Context: an optimization exercise on an open-source flow, tuned for small area. The choices shown serve that exercise and are no tape-out recipe. RTL that was checked went through simulation tests only; none was proved equivalent to the original. No driver is modelled on the clock port, so clocking that relies on it looks cheaper here than on a real chip. Power and IR drop assume default switching activity.

red:
==> module rx_fifo, before the edit <==
module rx_fifo (
    input        clk,
    input        reset,
    input        push,
    input  [7:0] wdata,
    input        pop,
    output       empty,
    output [7:0] rdata
);
    reg  [3:0] n;
    reg [63:0] mem;
    wire full    = n[3];
    wire do_push = push & ~full;
    wire do_pop  = pop & (n != 4'd0);
    assign empty = (n == 4'd0);
    assign rdata = mem[7:0];
    wire up = do_push & ~do_pop;
    wire dn = do_pop & ~do_push;
    wire [3:0] ones, zeros;
    assign ones[0] = up;
    assign zeros[0] = dn;
    genvar i;
    generate
        for (i = 1; i < 4; i = i + 1) begin : g_cnt
            assign ones[i]  = ones[i-1] & n[i-1];
            assign zeros[i] = zeros[i-1] & ~n[i-1];
        end
    endgenerate
    always @(posedge clk, posedge reset) begin
        if (reset) n <= 0;
        else n <= n ^ (ones | zeros);
    end
    wire [71:0] m_in = {wdata, mem};
    generate
        for (i = 0; i < 8; i = i + 1) begin : g_slot
            always @(posedge clk) begin
                if (do_pop || n <= i) mem[8*i +: 8] <= m_in[8*(i+1) +: 8];
            end
        end
    endgenerate
endmodule
==> flow/config.mk <==
export PLATFORM = sky130hd
export DESIGN_NAME = uart_fifo
export DESIGN_NICKNAME = uart_fifo
export VERILOG_FILES = /design/flow/design.v
export SDC_FILE = /design/flow/constraint.sdc
export NUM_CORES = 4
export LEC_CHECK = 0
export CAP_MARGIN = 20
export CORE_MARGIN = 2
export CORE_UTILIZATION = 70
export PLACE_DENSITY = 0.8
export SLEW_MARGIN = 20
==> flow/constraint.sdc <==
create_clock -name core_clock -period 10.0 [get_ports {clk}]
set_input_delay 2.0000 -clock core_clock [delete_from_list [all_inputs] [get_ports {clk}]]
set_output_delay 2.0000 -clock core_clock [all_outputs]
set_load 0.01 [all_outputs]
standard.sh (not shown) runs the stock make flow with config.mk's settings and CLKGATE_MAP_FILE= SYNTH_SCRIPT=/design/flow/synth_recipe.tcl, a recipe that flattens the netlist after the stock synthesis.
==> flow/flow/run.sh <==
#!/bin/bash
# The standard layout (standard.sh, unchanged synthesis), with these changes:
#  - the ports get the smallest buffer (buf_1);
#  - the clock tree is built by flow/pre_cts.tcl instead of TritonCTS (which
#    is then given no net to work on): the flip-flops are split by recursive
#    bisection of their placement into groups of at most 11, each driven by a
#    clkbuf_4 at its centroid, all driven by one clkbuf_16 fed by the clock port;
#  - after that, flow/post_cts.tcl gives each logic cell the smallest drive of
#    its kind that keeps timing, makes each clock buffer as small as a 110 ps
#    flip-flop clock-pin slew target (on placement parasitics) allows, and then
#    runs CTS's usual timing repair.
# Each tool's output is in the ORFS logs under orfs/logs; make's in standard.log.
set -euo pipefail
F=$(cd "$(dirname "$0")" && pwd)
export PRE_CTS_TCL=$F/pre_cts.tcl
export CTS_ARGS="-clk_nets clk -dont_use_dummy_load -buf_list sky130_fd_sc_hd__clkbuf_8"
export BUFFER_PORTS_ARGS="-buffer_cell sky130_fd_sc_hd__buf_1"
export SKIP_CTS_REPAIR_TIMING=1
export POST_CTS_TCL=$F/post_cts.tcl
bash standard.sh finish > standard.log 2>&1
Other scripts of this flow, unchanged in this note and not shown: flow/flow/post_cts.tcl, flow/flow/pre_cts.tcl
What blue does differently from red at the input level:
--- a/flow/design.v
+++ b/flow/design.v
@@ -131,40 +131,46 @@
     input        push,
     input  [7:0] wdata,
     input        pop,
     output       empty,
     output [7:0] rdata
 );
-    reg  [3:0] n;
+    reg        e;
+    reg  [2:0] t;
     reg [63:0] mem;
-    wire full    = n[3];
+    wire full    = ~e & (&t);
     wire do_push = push & ~full;
-    wire do_pop  = pop & (n != 4'd0);
-    assign empty = (n == 4'd0);
+    wire do_pop  = pop & ~e;
+    assign empty = e;
     assign rdata = mem[7:0];
-    wire up = do_push & ~do_pop;
-    wire dn = do_pop & ~do_push;
-    wire [3:0] ones, zeros;
+    wire up = do_push & ~do_pop & ~e;
+    wire dn = do_pop & ~do_push & (t != 3'd0);
+    wire [2:0] ones, zeros;
     assign ones[0] = up;
     assign zeros[0] = dn;
     genvar i;
     generate
-        for (i = 1; i < 4; i = i + 1) begin : g_cnt
-            assign ones[i]  = ones[i-1] & n[i-1];
-            assign zeros[i] = zeros[i-1] & ~n[i-1];
-        end
-    endgenerate
-    always @(posedge clk, posedge reset) begin
-        if (reset) n <= 0;
-        else n <= n ^ (ones | zeros);
+        for (i = 1; i < 3; i = i + 1) begin : g_cnt
+            assign ones[i]  = ones[i-1] & t[i-1];
+            assign zeros[i] = zeros[i-1] & ~t[i-1];
+        end
+    endgenerate
+    always @(posedge clk, posedge reset) begin
+        if (reset) begin
+            e <= 1'b1;
+            t <= 3'd0;
+        end else begin
+            t <= t ^ (ones | zeros);
+            if (e ? do_push : (do_pop & ~do_push & (t == 3'd0))) e <= ~e;
+        end
     end
     wire [71:0] m_in = {wdata, mem};
     generate
         for (i = 0; i < 8; i = i + 1) begin : g_slot
             always @(posedge clk) begin
-                if (do_pop || n <= i) mem[8*i +: 8] <= m_in[8*(i+1) +: 8];
+                if (do_pop || e || t < i) mem[8*i +: 8] <= m_in[8*(i+1) +: 8];
             end
         end
     endgenerate
 endmodule
 `timescale 1ns / 1ps
 module uart_fifo (
Findings:
Of blue and red, blue shows the lower combinational fraction of design power, with red above it.
blue ended up with tx as its last element of the critical path; red ended up with tx_full.
From red to blue, pin count of the biggest net entering global routing did not move at all.
blue ended with less power in combinational cells than red.
Multiplexer area fraction after synthesis, blue and red: higher on red
Power spent charging and discharging nets went down by more than a quarter going from red to blue.
Post-layout total power in blue is 260 uW lower than in red
blue -> red: cell area after layout delta 0, exact match
Compared with red, blue shows number of distinct library cells after synthesis higher by 19%.
No functional check of the RTL was part of blue.

==> static timing again, ports no longer ideal <==
The flow's constraints put no driver on any port. The routed layouts listed below were extracted and timed again, unchanged, in two steps. Step 1, drivers: a clkbuf_16 drives clk and a buf_2 each remaining input, both assumed. Step 2 times the ports against the registers' clock, not the clock port: input delays grow and output delays shrink by t, the midpoint of the rising clock arrivals with the driver on. Slacks: ideal / step 1 / step 2; pairs: ideal / step 1.
run	t (ns)	setup slack, ns	worst setup path at the end	slew at the worst register clock pin (ns)
red	0.398	6.134 / 6.100 / 6.498	register to output	0.11 / 0.11
blue	0.397	6.151 / 6.117 / 6.260	input to register	0.12 / 0.12
After both steps setup and hold are still met in every run listed.
